Source: an optimization exercise on an open RTL-to-GDS flow (aim: small area and a short achievable clock period). Production flows keep margins and buffers that such runs may drop.
No functional check of the RTL was part of any run shown here.
Power figures rest on the tool's default switching activity, not on a simulated workload.

--- flow/design.v ---
`timescale 1ns / 1ps
module lab4_2(
  input [1:0] mode,
  input [2:0] n_gasoline_pumps,
  input [2:0] n_diesel_pumps,
  input [3:0] fuel_amount,
  input fuel_type,
  input CLK,
  input rst,
  output [0:5] pump_status,
  output reg is_gasoline_queue_not_full,
  output reg is_diesel_queue_not_full,
  output [3:0] n_cars_in_gasoline_queue,
  output [3:0] n_cars_in_diesel_queue,
  output [7:0] total_gasoline_needed,
  output [7:0] total_diesel_needed,
  output reg invalid_gasoline_car,
  output reg invalid_diesel_car,
  output reg invalid_setup_params
);
reg [2:0] gc;
reg [5:0] am;
reg [23:0] r;      
reg [31:0] gq;     
reg [31:0] dq;
reg [3:0] ncg, ncd;
reg [7:0] tg, td;
wire [23:0] r_keep;
wire [5:0]  newg, newd;
wire [31:0] gq_sh, dq_sh;
wire [7:0]  insg, insd;
wire [3:0]  ncg0, ncg1, ncd0, ncd1;
wire [7:0]  tg0, td0;
lab4_2_core core (
  .gc(gc), .am(am), .r(r), .gq(gq), .dq(dq), .ncg(ncg), .ncd(ncd), .tg(tg), .td(td),
  .pump_status(pump_status),
  .r_keep(r_keep), .newg(newg), .newd(newd),
  .gq_sh(gq_sh), .dq_sh(dq_sh), .insg(insg), .insd(insd),
  .ncg0(ncg0), .ncg1(ncg1), .ncd0(ncd0), .ncd1(ncd1),
  .tg0(tg0), .td0(td0));
assign n_cars_in_gasoline_queue   = ncg;
assign n_cars_in_diesel_queue     = ncd;
assign total_gasoline_needed      = tg;
assign total_diesel_needed        = td;
wire setup  = mode[1];
wire addcmd = ~mode[1] & mode[0];
wire fa_ok  = ~fuel_amount[3] | (fuel_amount[2:0] == 3'd0);
wire add_g  = addcmd & ~fuel_type & fa_ok & ~ncg[3];
wire add_d  = addcmd &  fuel_type & fa_ok & ~ncd[3];
wire flag   = am[0];
reg [3:0] enc;
always @* begin
  case (fuel_amount)
    4'd0: enc = 4'b0000;
    4'd1: enc = 4'b1000;
    4'd2: enc = 4'b1100;
    4'd3: enc = 4'b0110;
    4'd4: enc = 4'b1011;
    4'd5: enc = 4'b0101;
    4'd6: enc = 4'b1010;
    4'd7: enc = 4'b1101;
    4'd8: enc = 4'b1110;
    default: enc = 4'bxxxx;
  endcase
end
wire [3:0] lo_g = {1'b0, tg0[2:0]} + {1'b0, fuel_amount[2:0]};
wire [3:0] lo_d = {1'b0, td0[2:0]} + {1'b0, fuel_amount[2:0]};
wire [7:0] tga = fuel_amount[3] ? tg0 + 8'd8 : {tg0[7:3] + lo_g[3], lo_g[2:0]};
wire [7:0] tda = fuel_amount[3] ? td0 + 8'd8 : {td0[7:3] + lo_d[3], lo_d[2:0]};
wire [2:0] sum3 = n_gasoline_pumps + n_diesel_pumps;
wire [3:0] sum4 = {1'b0, n_gasoline_pumps} + {1'b0, n_diesel_pumps};
wire valid = (sum3 != 3'd0) && (sum3 != 3'd7);
wire g_on  = valid && (n_gasoline_pumps != 3'd0);
wire d_on  = valid && (n_diesel_pumps != 3'd0);
wire [3:0] ncg_nx = add_g ? ncg1 : ncg0;
wire [3:0] ncd_nx = add_d ? ncd1 : ncd0;
integer i;
always @(posedge CLK) begin
  if (rst) begin
    gc <= 3'd0;
    am <= 6'd0;
    ncg <= 4'hf;
    ncd <= 4'hf;
    tg <= 8'hff;
    td <= 8'hff;
    is_gasoline_queue_not_full <= 1'b0;
    is_diesel_queue_not_full <= 1'b0;
    invalid_gasoline_car <= 1'b0;
    invalid_diesel_car <= 1'b0;
    invalid_setup_params <= 1'b0;
  end else if (setup) begin
    gc <= ~valid ? 3'd0 : (n_gasoline_pumps == 3'd7) ? 3'd6 : n_gasoline_pumps;
    for (i = 0; i < 6; i = i + 1)
      am[i] <= valid && (sum4 > i);
    ncg <= g_on ? 4'd0 : 4'hf;
    ncd <= d_on ? 4'd0 : 4'hf;
    tg <= g_on ? 8'd0 : 8'hff;
    td <= d_on ? 8'd0 : 8'hff;
    is_gasoline_queue_not_full <= g_on;
    is_diesel_queue_not_full <= d_on;
    invalid_gasoline_car <= 1'b0;
    invalid_diesel_car <= 1'b0;
    invalid_setup_params <= ~valid;
  end else begin
    ncg <= ncg_nx;
    ncd <= ncd_nx;
    is_gasoline_queue_not_full <= ~ncg_nx[3];
    is_diesel_queue_not_full <= ~ncd_nx[3];
    tg <= add_g ? tga : tg0;
    td <= add_d ? tda : td0;
    invalid_gasoline_car <= flag & addcmd & ~fuel_type & (~fa_ok | ncg[3]);
    invalid_diesel_car   <= flag & addcmd &  fuel_type & (~fa_ok | ncd[3]);
  end
end
always @(posedge CLK) begin
  for (i = 0; i < 6; i = i + 1)
    r[4*i +: 4] <= (setup ? 4'd0 : r_keep[4*i +: 4]) |
                   (((add_g & newg[i]) | (add_d & newd[i])) ? enc : 4'd0);
  for (i = 0; i < 8; i = i + 1) begin
    gq[4*i +: 4] <= (setup ? 4'd0 : gq_sh[4*i +: 4]) | ((add_g & insg[i]) ? enc : 4'd0);
    dq[4*i +: 4] <= (setup ? 4'd0 : dq_sh[4*i +: 4]) | ((add_d & insd[i]) ? enc : 4'd0);
  end
end
endmodule
module lab4_2_core(
  input  [2:0]  gc,
  input  [5:0]  am,
  input  [23:0] r,
  input  [31:0] gq, dq,
  input  [3:0]  ncg, ncd,
  input  [7:0]  tg, td,
  output [0:5]  pump_status,
  output reg [23:0] r_keep,      
  output reg [5:0]  newg, newd,  
  output reg [31:0] gq_sh, dq_sh,  
  output [7:0]  insg, insd,      
  output [3:0]  ncg0, ncg1, ncd0, ncd1,  
  output [7:0]  tg0, td0         
);
wire [5:0] gm = {gc[2] & gc[1], gc[2] & (gc[1] | gc[0]), gc[2], gc[2] | (gc[1] & gc[0]), gc[2] | gc[1], |gc};
wire [5:0] dm = am & ~gm;
reg  [5:0] free;
reg  [6:0] ohg, ohd;
reg  [5:0] tkg [0:5];      
reg  [5:0] tkd [0:5];
reg  [7:0] eqg, eqd;       
reg  [2:0] pfg, pfd;       
integer a, b, k;
genvar gi;
generate
  for (gi = 0; gi < 6; gi = gi + 1) begin : g_ps
    assign pump_status[gi] = am[gi] & free[gi];
  end
endgenerate
always @* begin
  for (a = 0; a < 6; a = a + 1)
    free[a] = ~(r[4*a+3] | r[4*a+2]);
  ohg = 7'd1;
  ohd = 7'd1;
  for (a = 0; a < 6; a = a + 1) begin
    tkg[a] = (gm[a] & free[a]) ? ohg[5:0] : 6'd0;
    tkd[a] = (dm[a] & free[a]) ? ohd[5:0] : 6'd0;
    if (gm[a] & free[a]) ohg = {ohg[5:0], 1'b0};
    if (dm[a] & free[a]) ohd = {ohd[5:0], 1'b0};
  end
  pfg = 3'd0;
  pfd = 3'd0;
  for (a = 0; a < 7; a = a + 1) begin
    if (ohg[a]) pfg = pfg | a;
    if (ohd[a]) pfd = pfd | a;
  end
  for (a = 0; a < 8; a = a + 1) begin
    eqg[a] = (ncg == a);
    eqd[a] = (ncd == a);
  end
  for (b = 0; b < 6; b = b + 1) begin
    r_keep[4*b +: 4] = {r[4*b +: 3], (~r[4*b] & r[4*b+1] & r[4*b+3]) | (r[4*b] & ~r[4*b+1] & ~r[4*b+3])};
    newg[b] = 1'b0;
    newd[b] = 1'b0;
    for (k = 0; k <= b; k = k + 1) begin
      if (tkg[b][k]) r_keep[4*b +: 4] = r_keep[4*b +: 4] | gq[4*k +: 4];
      if (tkd[b][k]) r_keep[4*b +: 4] = r_keep[4*b +: 4] | dq[4*k +: 4];
      newg[b] = newg[b] | (tkg[b][k] & eqg[k]);
      newd[b] = newd[b] | (tkd[b][k] & eqd[k]);
    end
  end
  for (b = 0; b < 8; b = b + 1) begin
    gq_sh[4*b +: 4] = 4'd0;
    dq_sh[4*b +: 4] = 4'd0;
    for (k = 0; k <= 6; k = k + 1) begin
      if (b + k <= 7) begin
        if (ohg[k]) gq_sh[4*b +: 4] = gq_sh[4*b +: 4] | gq[4*(b+k) +: 4];
        if (ohd[k]) dq_sh[4*b +: 4] = dq_sh[4*b +: 4] | dq[4*(b+k) +: 4];
      end
    end
  end
end
wire [3:0] ncg_sub = ncg - {1'b0, pfg};
wire [3:0] ncd_sub = ncd - {1'b0, pfd};
wire neg_g = ncg_sub[3] & ~ncg[3];
wire neg_d = ncd_sub[3] & ~ncd[3];
assign ncg0 = neg_g ? 4'd0 : ncg_sub;
assign ncd0 = neg_d ? 4'd0 : ncd_sub;
assign ncg1 = neg_g ? 4'd0 : ncg_sub + 4'd1;
assign ncd1 = neg_d ? 4'd0 : ncd_sub + 4'd1;
genvar gb;
generate
  for (gb = 0; gb < 8; gb = gb + 1) begin : g_ins
    assign insg[gb] = ~neg_g & (ncg_sub[2:0] == gb);
    assign insd[gb] = ~neg_d & (ncd_sub[2:0] == gb);
  end
endgenerate
wire [5:0] bg = gm & ~free;
wire [5:0] bd = dm & ~free;
wire [2:0] nbg = bg[0] + bg[1] + bg[2] + bg[3] + bg[4] + bg[5];
wire [2:0] nbd = bd[0] + bd[1] + bd[2] + bd[3] + bd[4] + bd[5];
assign tg0 = tg + {5'b11111, ~nbg} + 8'd1;
assign td0 = td + {5'b11111, ~nbd} + 8'd1;
endmodule
--- flow/flow/run.sh ---
#!/bin/bash
# Own layout flow: the standard layout (standard.sh) with these changes:
#  1. synthesis keeps lab4_2_core (pure combinational logic) apart from the
#     top module, so the command inputs only pass through the top's final
#     logic, and maps the logic with an area-minded ABC script (flow/abc.script)
#     and without the full-adder extraction (flow/synth.tcl); the registers
#     are the same as the standard synthesis's, all in the top module;
#  2. ports get sky130_fd_sc_hd__buf_1 buffers (the resizer sizes them up
#     where timing needs it);
#  3. ORFS's timing repair aims for a setup slack margin (flow/margin.txt),
#     so the gates get sized for a short period.
# Each tool's output goes to a log file of its own in this folder.
set -euo pipefail
W=$PWD
MARGIN=$(cat "$W/flow/margin.txt")
make -C "$FLOW_HOME" DESIGN_CONFIG="$W/config.mk" WORK_HOME="$W/orfs" CLKGATE_MAP_FILE= \
  SYNTH_SCRIPT="$W/flow/synth.tcl" MY_ABC_SCRIPT="$W/flow/abc.script" ADDER_MAP_FILE= \
  SYNTH_HIERARCHICAL=1 SYNTH_MINIMUM_KEEP_SIZE=0 \
  synth > "$W/synth.log" 2>&1
BUFFER_PORTS_ARGS="-buffer_cell sky130_fd_sc_hd__buf_1" SETUP_SLACK_MARGIN=$MARGIN \
  bash "$W/standard.sh" > "$W/layout.log" 2>&1
--- flow/flow/abc.script ---
strash
&get -n
&st
&dch -x
&nf -R 200
&st
&dch -x
&nf -R 200
&st
&dch -x
&nf -R 200
&put
--- flow/flow/margin.txt ---
27
--- flow/flow/synth.tcl ---
proc synth {args} { yosys synth -nofsm -noshare {*}$args }
proc abc {args} {
  set keep {}
  set skip 0
  foreach a $args {
    if { $skip } { set skip 0; continue }
    if { $a in {-script -constr -D} } { set skip 1; continue }
    lappend keep $a
  }
  if { [info exists ::env(MY_ABC_SCRIPT)] } { lappend keep -script $::env(MY_ABC_SCRIPT) }
  puts "abc (custom) $keep"
  yosys abc {*}$keep
}
source $::env(SCRIPTS_DIR)/synth.tcl
# left out here: clear keep_hierarchy, flatten, clean up, hide names made inside functions, write 1_2_yosys.v
--- flow/standard.sh ---
#!/bin/bash
# synth_recipe.tcl (not shown) runs the flow's synth.tcl, then flattens the netlist and writes it again
# the make line also repeats each setting of config.mk as NAME=value (left out here)
make -C /OpenROAD-flow-scripts/flow DESIGN_CONFIG=/design/flow/config.mk WORK_HOME=/design/flow/orfs CLKGATE_MAP_FILE= SYNTH_SCRIPT=/design/flow/synth_recipe.tcl "${@:-finish}"
--- flow/config.mk ---
export PLATFORM = sky130hd
export DESIGN_NAME = lab4_2
export DESIGN_NICKNAME = lab4_2
export VERILOG_FILES = /design/flow/design.v
export SDC_FILE = /design/flow/constraint.sdc
export NUM_CORES = 4
export LEC_CHECK = 0
export CAP_MARGIN = 20
export CORE_MARGIN = 2
export CORE_UTILIZATION = 25
export CTS_BUF_LIST = sky130_fd_sc_hd__clkbuf_8
export PLACE_DENSITY = 0.4
export SLEW_MARGIN = 20
--- flow/constraint.sdc ---
create_clock -name core_clock -period 36.0 [get_ports {CLK}]
set_input_delay 7.2000 -clock core_clock [delete_from_list [all_inputs] [get_ports {CLK}]]
set_output_delay 7.2000 -clock core_clock [all_outputs]
set_load 0.01 [all_outputs]
==> results.cfg, run 1 <==
[routing]
drc = 0
vias_per_cell = 5.92
ant_nets = 0
drt_iter0_markers = 1209
wire_per_inst_um = 22.9
vias = 9258
dr.pass1.iters = 9
drt_wl_total_um = 35800

[worst_setup_path]
worst_ep_arrival_time_ns = 1.70
startpoint = r[15]
required_ns = 28.80
worstSetupPathType = flip-flop to output port
critPathTopFamily = simple AND/OR/NAND/NOR gates
timing.rr.start = gc[2]
path_max_fanout = 4
crit_path_top_delay_cell = dfxtp_1
start_kind = flip-flop
crit_buf_inv = 1
endpoint_kind = output port
r2r_slack_ns = 29.53
slowest_delay_ns = 0.36
path_cells = nor2_1 -> and2_0 -> buf_1

[min_path]
min-delay-start = am[4]
hp-class = flip-flop to flip-flop

[synth]
synth_common_cells = 146 x nand2_1, 126 x dfxtp_1, 111 x nor2_1, 88 x o2bb2ai_1, 87 x a222oi_1
syn_nets = 1035
synth_cell_types = 45
yosysSeqAreaShare = 0.307
synth_top_area_frac = 0.307
async_flop_share = 0
yosysWarnings = 10
ys_top_cells_by_area = dfxtp_1 31%, a222oi_1 11%, o2bb2ai_1 9.4%
ys_ff_latch = 126
synth_area_mm2 = 0.00822
yosys.area.top_type = dfxtp_1
synth_ff_type = dfxtp_1
synth_edf_count = 0
synth.most_common_cell = nand2_1
syn_inst = 1020
syn_avg_cell_area_um2 = 8.06

[global_route]
grt_pass1_wl_um = 54600
grt_max_degree = 98
overflow = 0
antenna_found_initial = 0
grt_pass1_vias = 8884
grt_use_total = 0.207

[clocking]
holdBufCountCts = 0
clk_pin_slew_worst_paths_ns = 0.08
cts.sinks = 126
clk_latency_ns = 0.46
cts_tree = done
cts_root_buf = clkbuf_8
h-tree-depth = 4
numCtsBuffers = 17
cts_buffer_depth = 2

[placed_design]
gp_congestion = 0.892
pre_cts_ws_ns = 26.15
io_buffer_count = 49
dp_hpwl_um = 24800

[layout]
syn2layout_area_growth_pct = 19.1
fin_nets = 1125
drive_gt1_frac = 0.0722
antenna-diode-count = 0
post-route-util = 0.302

[floorplan]
io_pins = 50
fp.dieH_um = 185
core-area_mm2 = 0.0325
die_area_mm2 = 0.0344
start_util = 0.253
fp-row-count = 66
die_x_um = 185

[timing]
rsz0062_at_grt = true
finalSetupViolCount = 0
worst_slack_ns = 27.10
tightest_slew_ns = 1.13
relSlewSlack = 0.249
fin_skew_ns = 0.0210
post-route-min-period_ns = 8.90
maxSlewViolCount = 0
max_freq_mhz = 112
post-route-period-util = 0.247
hold_viol = 0
fin_tns_setup_ns = 0

[outcome]
status = no timing/DRC/antenna violations

[pwr]
vdd_drop_max_mv = 0.0270
power_density_mw_per_mm2 = 47.8
leakage_nw = 3.24

[job]
maxCapViolations = 0
## layout make-up
class                           count  area, um2
Clock buffer                       19        262
Clock inverter                     12        185
Fill cell                        3521      22700
Inverter                           21        105
Multi-Input combinational cell    873       5790
Sequential cell                   126       2520
Tap cell                          442        553
Timing Repair Buffer               71        382
## cells in the final DEF, fill, tap and decap left out, drive strengths merged, types with 7 or more instances in the layout
| cell | Yosys | final |
|---|---|---|
| a21oi | 36 | 36 |
| a221o | 12 | 12 |
| a221oi | 23 | 23 |
| a222oi | 87 | 87 |
| a22o | 13 | 13 |
| a22oi | 50 | 50 |
| and2 | 22 | 22 |
| and3 | 8 | 8 |
| buf | 0 | 71 |
| clkbuf | 0 | 19 |
| clkinv | 21 | 23 |
| dfxtp | 126 | 126 |
| maj3 | 8 | 8 |
| nand2 | 146 | 146 |
| nand2b | 12 | 12 |
| nand3 | 40 | 40 |
| nor2 | 111 | 111 |
| nor2b | 7 | 7 |
| nor3 | 38 | 38 |
| nor4 | 7 | 7 |
| o21ai | 43 | 43 |
| o21bai | 9 | 9 |
| o2bb2ai | 88 | 88 |
| or3 | 8 | 8 |
| xnor2 | 41 | 41 |
| xor2 | 16 | 16 |
## tightest hold or removal path: stages, from the launching register on
cell     delay, ns
dfxtp_1       0.34
nand2_1       0.06
nand2_1       0.04
## stage by stage
stage / std cells / power (mW) / hold WS [ns] / area (um2)
finish: 1564 / 0.469 / 0.489 / 9800
CTS: 1561 / 0.469 / 0.490 / 9670
global route: 1564 / 0.498 / 0.503 / 9800
global placement: 1530 / 0.324 / 0.463 / 9210
floorplan: 1020 / 0.269 / 0.428 / 8300
detailed placement: 1530 / 0.322 / 0.471 / 9210
## where the power goes
part | internal, mW | total (mW) | switching (mW)
clock | 0.0794 | 0.145 | 0.0652
combinational | 0.0496 | 0.154 | 0.105
sequential | 0.149 | 0.170 | 0.0208
## flip-flops by register name (all words and copies together), names as in the netlist
register / flops
is_gasoline_queue_not_full: 1
invalid_diesel_car: 1
ncd: 4
is_diesel_queue_not_full: 1
invalid_gasoline_car: 1
dq: 32
invalid_setup_params: 1
gc: 3
r: 24
ncg: 4
gq: 32
tg: 8
am: 6
td: 8
## per-module statistics from Yosys, one instance, submodules excluded
| module | cells | cell area, um2 |
|---|---|---|
| lab4_2 | 389 | 4290 |
| lab4_2_core | 631 | 3930 |
## cells by family (layout without fill, tap and decap cells)
group	Yosys count	after routing	synth area share
buffers and inverters	21	123	0.00959
AOI/OAI and AO/OA	388	388	0.379
DFF	126	126	0.307
muxes	4	4	0.00502
adders and majority gates	8	8	0.00974
and+or+nand+nor	416	416	0.229
xor gates and xnor gates	57	57	0.0607
## final timing paths
| check | endpoint | depth (start not counted) |
|---|---|---|
| setup / recovery | pump_status[3] | 3 |
| hold / removal | am[4] | 2 |
| setup reg to reg | dq[19] | 21 |
| hold reg to reg | am[4] | 2 |
## metal layers
metal  vias up  GRT usage  wire, um
met4         0     0.0778       882
met1      4508      0.281     16200
met5         -          0         0
li1       4309          -         -
met3        67     0.0348      2620
met2       374      0.327     16100
## timing repair
| item | CTS | global route |
|---|---|---|
| cloned | 0 | 0 |
| gates resized for setup | 2 | 13 |
| endpoints found under the setup margin | 26 | 46 |
| endpoints found under the hold margin | 0 | 0 |
| setup buffers | 0 | 2 |
| pin swaps | 0 | 2 |
==> inputs of run 2 (changes only) <==
==> flow/flow/margin.txt (replaced) <==
27.5
==> run 2 against run 1 <==
- via count grew 3.4%
- count of clock-buffer cells in the layout fell by 1
- worst hold slack gained 0.0029 ns
- clock skew down 0.00077 ns
- synthesized cell count unchanged
- sequential share of layout area is 0.74 points lower
- final area grew 4.1%
- die area is the same
- largest cell class unchanged
==> results.cfg, run 2 <==
[timing]
relSlewSlack = 0.282
post-route-min-period_ns = 8.51
max_freq_mhz = 118
finalSetupViolCount = 0
maxSlewViolCount = 0
hold_viol = 0
fin_skew_ns = 0.0202
rsz0062_at_grt = true
fin_tns_setup_ns = 0
tightest_slew_ns = 1.08
post-route-period-util = 0.236

[routing]
drc = 0
ant_nets = 0
vias = 9572
drt_wl_total_um = 37700
vias_per_cell = 6.01
drt_iter0_markers = 1237
dr.pass1.iters = 8
wire_per_inst_um = 23.6

[synth]
syn_nets = 1035
syn_inst = 1020
syn_avg_cell_area_um2 = 8.06
synth_common_cells = 146 x nand2_1, 126 x dfxtp_1, 111 x nor2_1, 88 x o2bb2ai_1, 87 x a222oi_1
synth_area_mm2 = 0.00822
ys_top_cells_by_area = dfxtp_1 31%, a222oi_1 11%, o2bb2ai_1 9.4%
synth_edf_count = 0
synth.most_common_cell = nand2_1
async_flop_share = 0
synth_top_area_frac = 0.307
synth_ff_type = dfxtp_1
yosys.area.top_type = dfxtp_1
synth_cell_types = 45
ys_ff_latch = 126
yosysSeqAreaShare = 0.307
yosysWarnings = 10

[floorplan]
die_area_mm2 = 0.0344
die_x_um = 185
fp.dieH_um = 185
core-area_mm2 = 0.0325
io_pins = 50
start_util = 0.253
fp-row-count = 66

[clocking]
cts_tree = done
clk_latency_ns = 0.47
h-tree-depth = 4
cts_buffer_depth = 2
clk_pin_slew_worst_paths_ns = 0.08
cts.sinks = 126
holdBufCountCts = 0
cts_root_buf = clkbuf_8
numCtsBuffers = 17

[pwr]
leakage_nw = 3.48
power_density_mw_per_mm2 = 44.8
vdd_drop_max_mv = 0.0192

[layout]
drive_gt1_frac = 0.137
final_cell_mix = 145 x nand2_1, 111 x dfxtp_1, 100 x nor2_1
top_regs = dq (32), gq (32), r (24)
syn2layout_area_growth_pct = 24.1
layout_commonest_cell = nand2_1
post-route-util = 0.314
final_cell_count_no_fill = 1594
antenna-diode-count = 0
fin_nets = 1155

[job]
maxCapViolations = 0

[worst_setup_path]
required_ns = 28.80
worstSetupPathType = flip-flop to output port
path_cells = nor2_4 -> and2_4 -> buf_6
worst_ep_arrival_time_ns = 1.31
crit_path_top_delay_cell = dfxtp_4
path_max_fanout = 4
start_kind = flip-flop
endpoint_kind = output port
slowest_delay_ns = 0.37

[placed_design]
dp.cells = 1533
io_buffer_count = 49
gp_congestion = 0.902
dp_hpwl_um = 25200

[outcome]
status = no timing/DRC/antenna violations

[min_path]
hp-class = flip-flop to flip-flop

[global_route]
grt_max_degree = 49
antenna_found_initial = 0
grt_pass1_vias = 9215
overflow = 0
grt_pass1_wl_um = 57200
grt_use_total = 0.218
-- run 2: Yosys stat by module (local to each module, per instance) --
| module | cells | cell area [um2] |
|---|---|---|
| lab4_2 | 389 | 4290 |
| lab4_2_core | 631 | 3930 |
-- run 2: where the power goes --
part	internal [mW]	switching [mW]	total, mW
registers	0.149	0.0201	0.169
clock network	0.0563	0.0675	0.124
logic	0.0544	0.109	0.164
-- run 2: logic make-up after synthesis --
kind of cell	share of synthesized area
adder cells (fa/ha/maj)	0.00974
buffers and inverters	0.00959
AND/OR/NAND/NOR	0.229
flip-flops	0.307
multiplexers	0.00502
XOR/XNOR	0.0607
AO/OA/AOI/OAI	0.379
-- run 2: path summary, 6_finish.rpt --
path,from,slack (ns),endpoint,cells after the start
setup / recovery,r[22],27.49,pump_status[5],3
hold / removal,invalid_setup_params,0.49,invalid_setup_params,2
setup reg to reg,gc[2],29.47,is_gasoline_queue_not_full,21
hold reg to reg,invalid_setup_params,0.49,invalid_setup_params,2
-- run 2: area by class of cell --
type                    instances  area [um2]
fillers                      3477       22300
multi-input cells             873        5910
flip-flops and latches        126        2550
repair buffers                 98         663
well taps                     442         553
clock buffers                  18         248
clock inverters                13         116
inverters                      21         106
repair inverters                3        48.8
-- run 2: what timing repair did --
action                                  CTS  global route
resized for setup                        60            20
endpoints found under the setup margin   99            96
gates cloned                              4             2
pin swaps                                10             8
buffers inserted                         16             8
-- run 2: through the flow --
step	power [mW]	setup slack (ns)	hold WS (ns)	area, um2
after floorplan	0.271	26.97	0.428	8370
after global placement	0.327	26.57	0.473	9290
after detailed placement	0.324	26.55	0.483	9300
after CTS	0.456	27.44	0.496	10000
after global routing	0.486	27.43	0.539	10200
final	0.457	27.49	0.492	10200
-- run 2: worst max-delay path, delay by kind of cell (launching register included) --
| family | cells | cell delay [ns] |
|---|---|---|
| buffers and inverters | 1 | 0.10 |
| flip-flops | 1 | 0.37 |
| AND/OR/NAND/NOR | 2 | 0.38 |
-- run 2: routing by layer --
metal  share of wire  global-route usage  up-vias
met5               0                   0        -
met4           0.024              0.0689        0
met3           0.082              0.0486       69
met2            0.46               0.353      493
met1            0.43               0.287     4643
li1                -                   -     4367
==> inputs of run 3 (changes only) <==
--- a/flow/design.v
+++ b/flow/design.v
@@ -9,3 +9,3 @@
   input rst,
-  output [0:5] pump_status,
+  output reg [0:5] pump_status,
   output reg is_gasoline_queue_not_full,
@@ -20,4 +20,3 @@
 );
-reg [2:0] gc;
-reg [5:0] am;
+reg [2:0] gc, ac;
 reg [23:0] r;      
@@ -33,5 +32,6 @@
 wire [7:0]  tg0, td0;
+wire [5:0]  zkeep;
 lab4_2_core core (
-  .gc(gc), .am(am), .r(r), .gq(gq), .dq(dq), .ncg(ncg), .ncd(ncd), .tg(tg), .td(td),
-  .pump_status(pump_status),
+  .gc(gc), .ac(ac), .r(r), .gq(gq), .dq(dq), .ncg(ncg), .ncd(ncd), .tg(tg), .td(td),
+  .zkeep(zkeep),
   .r_keep(r_keep), .newg(newg), .newd(newd),
@@ -49,3 +49,3 @@
 wire add_d  = addcmd &  fuel_type & fa_ok & ~ncd[3];
-wire flag   = am[0];
+wire flag   = ac != 3'd0;
 reg [3:0] enc;
@@ -55,9 +55,9 @@
     4'd1: enc = 4'b1000;
-    4'd2: enc = 4'b1100;
-    4'd3: enc = 4'b0110;
-    4'd4: enc = 4'b1011;
-    4'd5: enc = 4'b0101;
-    4'd6: enc = 4'b1010;
-    4'd7: enc = 4'b1101;
-    4'd8: enc = 4'b1110;
+    4'd2: enc = 4'b0100;
+    4'd3: enc = 4'b0010;
+    4'd4: enc = 4'b1001;
+    4'd5: enc = 4'b1100;
+    4'd6: enc = 4'b0110;
+    4'd7: enc = 4'b1011;
+    4'd8: enc = 4'b1101;
     default: enc = 4'bxxxx;
@@ -74,5 +74,18 @@
 wire d_on  = valid && (n_diesel_pumps != 3'd0);
+wire [5:0] am_set;
+genvar gs;
+generate
+  for (gs = 0; gs < 6; gs = gs + 1) begin : g_amset
+    assign am_set[gs] = valid && (sum4 > gs);
+  end
+endgenerate
 wire [3:0] ncg_nx = add_g ? ncg1 : ncg0;
 wire [3:0] ncd_nx = add_d ? ncd1 : ncd0;
-integer i;
+wire fa_nz = fuel_amount != 4'd0;
+reg [5:0] ps_nx;
+integer p;
+always @* begin
+  for (p = 0; p < 6; p = p + 1)
+    ps_nx[p] = zkeep[p] & ~(fa_nz & ((add_g & newg[p]) | (add_d & newd[p])));
+end
 always @(posedge CLK) begin
@@ -80,3 +93,3 @@
     gc <= 3'd0;
-    am <= 6'd0;
+    ac <= 3'd0;
     ncg <= 4'hf;
@@ -85,2 +98,3 @@
     td <= 8'hff;
+    pump_status <= 6'd0;
     is_gasoline_queue_not_full <= 1'b0;
@@ -92,4 +106,3 @@
     gc <= ~valid ? 3'd0 : (n_gasoline_pumps == 3'd7) ? 3'd6 : n_gasoline_pumps;
-    for (i = 0; i < 6; i = i + 1)
-      am[i] <= valid && (sum4 > i);
+    ac <= ~valid ? 3'd0 : (sum4 > 4'd6) ? 3'd6 : sum4[2:0];
     ncg <= g_on ? 4'd0 : 4'hf;
@@ -98,2 +111,3 @@
     td <= d_on ? 8'd0 : 8'hff;
+    pump_status <= {am_set[0], am_set[1], am_set[2], am_set[3], am_set[4], am_set[5]};
     is_gasoline_queue_not_full <= g_on;
@@ -106,2 +120,3 @@
     ncd <= ncd_nx;
+    pump_status <= {ps_nx[0], ps_nx[1], ps_nx[2], ps_nx[3], ps_nx[4], ps_nx[5]};
     is_gasoline_queue_not_full <= ~ncg_nx[3];
@@ -114,2 +129,3 @@
 end
+integer i;
 always @(posedge CLK) begin
@@ -125,4 +141,3 @@
 module lab4_2_core(
-  input  [2:0]  gc,
-  input  [5:0]  am,
+  input  [2:0]  gc, ac,
   input  [23:0] r,
@@ -131,3 +146,3 @@
   input  [7:0]  tg, td,
-  output [0:5]  pump_status,
+  output [5:0]  zkeep,           
   output reg [23:0] r_keep,      
@@ -140,2 +155,3 @@
 wire [5:0] gm = {gc[2] & gc[1], gc[2] & (gc[1] | gc[0]), gc[2], gc[2] | (gc[1] & gc[0]), gc[2] | gc[1], |gc};
+wire [5:0] am = {ac[2] & ac[1], ac[2] & (ac[1] | ac[0]), ac[2], ac[2] | (ac[1] & ac[0]), ac[2] | ac[1], |ac};
 wire [5:0] dm = am & ~gm;
@@ -150,4 +166,4 @@
 generate
-  for (gi = 0; gi < 6; gi = gi + 1) begin : g_ps
-    assign pump_status[gi] = am[gi] & free[gi];
+  for (gi = 0; gi < 6; gi = gi + 1) begin : g_z
+    assign zkeep[gi] = am[gi] & (r_keep[4*gi +: 4] == 4'd0);
   end
@@ -156,3 +172,3 @@
   for (a = 0; a < 6; a = a + 1)
-    free[a] = ~(r[4*a+3] | r[4*a+2]);
+    free[a] = (r[4*a +: 4] == 4'd0);
   ohg = 7'd1;
@@ -176,3 +192,3 @@
   for (b = 0; b < 6; b = b + 1) begin
-    r_keep[4*b +: 4] = {r[4*b +: 3], (~r[4*b] & r[4*b+1] & r[4*b+3]) | (r[4*b] & ~r[4*b+1] & ~r[4*b+3])};
+    r_keep[4*b +: 4] = {r[4*b +: 3], r[4*b+3] & r[4*b+2]};
     newg[b] = 1'b0;
==> flow/flow/run.sh (replaced) <==
#!/bin/bash
# Own layout flow: the standard layout (standard.sh) with these changes:
#  1. synthesis keeps lab4_2_core (pure combinational logic) apart from the
#     top module, so the command inputs only pass through the top's final
#     logic, and maps the logic with Yosys's default ABC script and without
#     the full-adder extraction (flow/synth.tcl); the registers are the same
#     as the standard synthesis's, all in the top module;
#  2. ORFS's timing repair aims for a setup slack margin (flow/margin.txt),
#     so the gates get sized for a short period.
# Each tool's output goes to a log file of its own in this folder.
set -euo pipefail
W=$PWD
MARGIN=$(cat "$W/flow/margin.txt")
make -C "$FLOW_HOME" DESIGN_CONFIG="$W/config.mk" WORK_HOME="$W/orfs" CLKGATE_MAP_FILE= \
  SYNTH_SCRIPT="$W/flow/synth.tcl" ADDER_MAP_FILE= SYNTH_HIERARCHICAL=1 SYNTH_MINIMUM_KEEP_SIZE=0 \
  synth > "$W/synth.log" 2>&1
BUFFER_PORTS_ARGS="-buffer_cell sky130_fd_sc_hd__buf_2" SETUP_SLACK_MARGIN=$MARGIN bash "$W/standard.sh" > "$W/layout.log" 2>&1
==> flow/flow/margin.txt (replaced) <==
27.8
--- a/flow/flow/synth.tcl
+++ b/flow/flow/synth.tcl
@@ -1,2 +1,5 @@
+# The standard synthesis (synth_recipe.tcl), except that ABC maps the logic
+# with Yosys's default ABC script instead of ORFS's speed script.
 proc synth {args} { yosys synth -nofsm -noshare {*}$args }
+
 proc abc {args} {
@@ -9,4 +12,3 @@
   }
-  if { [info exists ::env(MY_ABC_SCRIPT)] } { lappend keep -script $::env(MY_ABC_SCRIPT) }
-  puts "abc (custom) $keep"
+  puts "abc (default script) $keep"
   yosys abc {*}$keep
--- a/flow/config.mk
+++ b/flow/config.mk
@@ -10,4 +10,2 @@
 export CORE_UTILIZATION = 25
-export CTS_BUF_LIST = sky130_fd_sc_hd__clkbuf_8
-export PLACE_DENSITY = 0.4
 export SLEW_MARGIN = 20
removed: flow/flow/abc.script
==> run 3 against run 2 <==
- still clean
- cell count up 5.0%
- total power up 18%
- wire length down 1.8%
- global-route usage down 2.4 points
- clock power up 45%
- final area up 20%
- first-iteration DRC count up 57%
- non-clock buffer count up 26
- maximum frequency up 0.33%
- largest cell class unchanged
- highest routed layer unchanged
==> results.cfg, run 3 <==
[clocking]
holdBufCountCts = 0
numCtsBuffers = 17
cts_tree = done
cts.sinks = 129
h-tree-depth = 4
clk_latency_ns = 0.43
clk_pin_slew_worst_paths_ns = 0.06
cts_root_buf = clkbuf_16
cts_buffer_depth = 2

[routing]
drt_wl_total_um = 37000
drc = 0
drt_iter0_markers = 1940
vias_per_cell = 6.40
dr.pass1.iters = 11
vias = 10700
wire_per_inst_um = 22.1
ant_nets = 0

[worst_setup_path]
cpMostUsedCell = buf_4
critPathTopFamily = compound AO/OA/AOI/OAI gates
required_ns = 36.29
r2r_cells = 14
timing.rr.start = gc[2]
endpoint_kind = flip-flop
worstSetupPathType = input port to flip-flop
crit_path_top_delay_cell = o31a_1
crit_buf_inv = 5
r2r_slack_ns = 29.87
path_max_fanout = 8
reg2reg_to = gq[21]
worst_ep_arrival_time_ns = 8.77
start_kind = input port
slowest_delay_ns = 0.33
path_cells = buf_12 -> o31a_1 -> buf_4 -> buf_6 -> nor4_4 -> buf_4 -> buf_8 -> a22oi_2 -> o211ai_1 -> a21oi_1

[synth]
syn_nets = 1075
yosys.area_share.adder = 0.00696
yosys.area_share.xor_xnor = 0.0510
synthMuxAreaShare = 0.00696
synth_area_mm2 = 0.00863
syn_inst = 1060
synth_compound_area_frac = 0.392
synth_common_cells = 131 x nand2_1, 129 x dfxtp_1, 93 x a222oi_1, 88 x o2bb2ai_1, 83 x nor2_1
synth_edf_count = 0
yosys.area.top_type = dfxtp_1
ys_top_cells_by_area = dfxtp_1 30%, a222oi_1 11%, o2bb2ai_1 8.9%
ys_ff_latch = 129
synth_top_area_frac = 0.299
yosys.area_share.simple = 0.233
synth_top_family_by_area = compound AO/OA/AOI/OAI gates
syn_avg_cell_area_um2 = 8.14
synth_cell_types = 49
synth.most_common_cell = nand2_1
async_flop_share = 0
yosysWarnings = 10
synth_ff_type = dfxtp_1
yosysSeqAreaShare = 0.299

[min_path]
min_path_cells = 1
min-delay-start = invalid_setup_params
hold_path_end = invalid_setup_params
hp-class = flip-flop to flip-flop

[floorplan]
io_pins = 50
fp-row-count = 68
die_x_um = 190
die_area_mm2 = 0.0360
fp.dieH_um = 190
start_util = 0.252
core-area_mm2 = 0.0343

[timing]
relSlewSlack = 0.235
rsz0062_at_grt = true
fin_tns_setup_ns = 0
max_freq_mhz = 118
timing.hold.ws_ns = 0.484
post-route-period-util = 0.236
maxSlewViolCount = 0
post-route-min-period_ns = 8.48
fin_skew_ns = 0.00989
worst_slack_ns = 27.52
tightest_slew_ns = 1.14
hold_viol = 0
finalSetupViolCount = 0

[layout]
fin_area_mm2 = 0.0122
final_cell_mix = 114 x dfxtp_1, 110 x nand2_1, 93 x a222oi_1
post-route-util = 0.355
final_cell_count_no_fill = 1673
drive_gt1_frac = 0.261
fin_nets = 1221
layout_commonest_cell = dfxtp_1
syn2layout_area_growth_pct = 41.2
antenna-diode-count = 0
top_regs = dq (32), gq (32), r (24)

[placed_design]
placed_area_mm2 = 0.00973
pre_cts_ws_ns = 26.37
dp.cells = 1580
dp_hpwl_um = 24200
io_buffer_count = 49
gp_congestion = 0.967

[global_route]
overflow = 0
grt_use_total = 0.194
grt_max_degree = 97
grt_pass1_wl_um = 55900
grt_pass1_vias = 9860
antenna_found_initial = 0

[pwr]
p_switching_mw = 0.209
leakage_nw = 4.37
vdd_drop_max_mv = 0.0269
pwr-share-clk = 0.334
total_power_mw = 0.538
p_comb_frac = 0.352
p_seq_frac = 0.314
internal_power_mw = 0.329
sw_frac_of_total = 0.389
power_density_mw_per_mm2 = 44.1

[outcome]
status = no timing/DRC/antenna violations

[job]
maxCapViolations = 0
run 3: how the worst max path moves through the flow:
| stage | startpoint | to | slack, ns | cells past startpoint |
|---|---|---|---|---|
| 2_1_floorplan | fuel_amount[2] | tg[7] | 27.11 | 5 |
| 3_3_place_gp | fuel_amount[2] | pump_status[5] | 26.39 | 6 |
| 3_5_place_dp | fuel_amount[2] | pump_status[5] | 26.37 | 6 |
| 4_1_cts | fuel_amount[0] | td[7] | 27.45 | 6 |
| 5_1_grt | fuel_amount[2] | tg[4] | 27.47 | 10 |
| 6_report | fuel_amount[2] | pump_status[4] | 27.52 | 10 |
run 3: power by group through the flow:
stage	Clock (mW)	Sequential, mW	Combinational (mW)
after floorplan	0	0.169	0.101
after global placement	0	0.171	0.147
after detailed placement	0	0.171	0.148
after CTS	0.181	0.168	0.166
after global routing	0.187	0.170	0.205
final	0.180	0.169	0.189
run 3: worst reg2reg max path, cell delays in order, from the launching register on:
cell and delay, ns:
dfxtp_1 0.47, a21oi_1 0.59, or2_0 0.47, nand3_1 0.16, a21oi_1 0.59, o21ai_0 0.24, a21oi_1 0.50, or2_0 0.93
nor3_1 0.23, xnor2_1 0.21, xnor2_1 0.56, o21ai_0 0.40, nor2_1 0.43, nand2_8 0.12, o2bb2ai_2 0.14
run 3: area by class of cell:
cell class                      instances  area (um2)
Fill cell                            3458       22100
Multi-Input combinational cell        909        7180
Sequential cell                       129        2620
Timing Repair Buffer                  124        1130
Tap cell                              455         569
Clock buffer                           22         464
Clock inverter                          9         133
Inverter                               25        95.1
run 3: repair_timing:
| action | in CTS | in global routing |
|---|---|---|
| pin swaps | 29 | 46 |
| setup endpoints to repair | 139 | 131 |
| resized for setup | 126 | 142 |
| cloned | 5 | 0 |
| endpoints found under the hold margin | 0 | 0 |
| buffers inserted | 36 | 21 |
run 3: per-module statistics from Yosys, one instance, submodules excluded:
module,cells inside,flops+latches
lab4_2,408,129
lab4_2_core,652,0
run 3: kinds of logic (layout without fill, tap and decap cells):
logic type      Yosys count  after routing
xor+xnor                 47             47
buf+inv                  25            180
mux                       6              7
compound gates          428            430
flops                   129            129
fa+ha+maj                 6              6
simple gates            419            419
run 3: routing by layer:
layer	vias up	track usage	wire length [um]
li1	4704	-	-
met1	5113	0.257	14800
met2	752	0.303	17000
met3	130	0.0389	3600
met4	0	0.0948	1560
met5	-	0	0

-- port drivers added, routing unchanged --
In the flow no input, the clock included, has a driving cell. The finished layouts below were timed again as built, in two steps. Step 1 assumes that a clkbuf_16 drives the clock port and a buf_2 every other input. Step 2, shift: input delay + t, output delay - t, t = (earliest + latest rising clock arrival at the registers) / 2. This alone moves slack from input paths to output paths. a / b / c = ideal ports / drivers / drivers and shift; a / b = the first two.
run	t (ns)	setup WS [ns]	worst setup path at the end
run 1	0.497	27.104 / 27.058 / 26.656	input to register
run 2	0.499	27.493 / 27.450 / 27.049	input to register
run 3	0.472	27.521 / 27.517 / 27.045	input to register
After both steps every run listed still meets setup and hold. The setup slack of run 3, which loses most, moves by -0.004 ns with the drivers and by -0.476 ns with both steps.
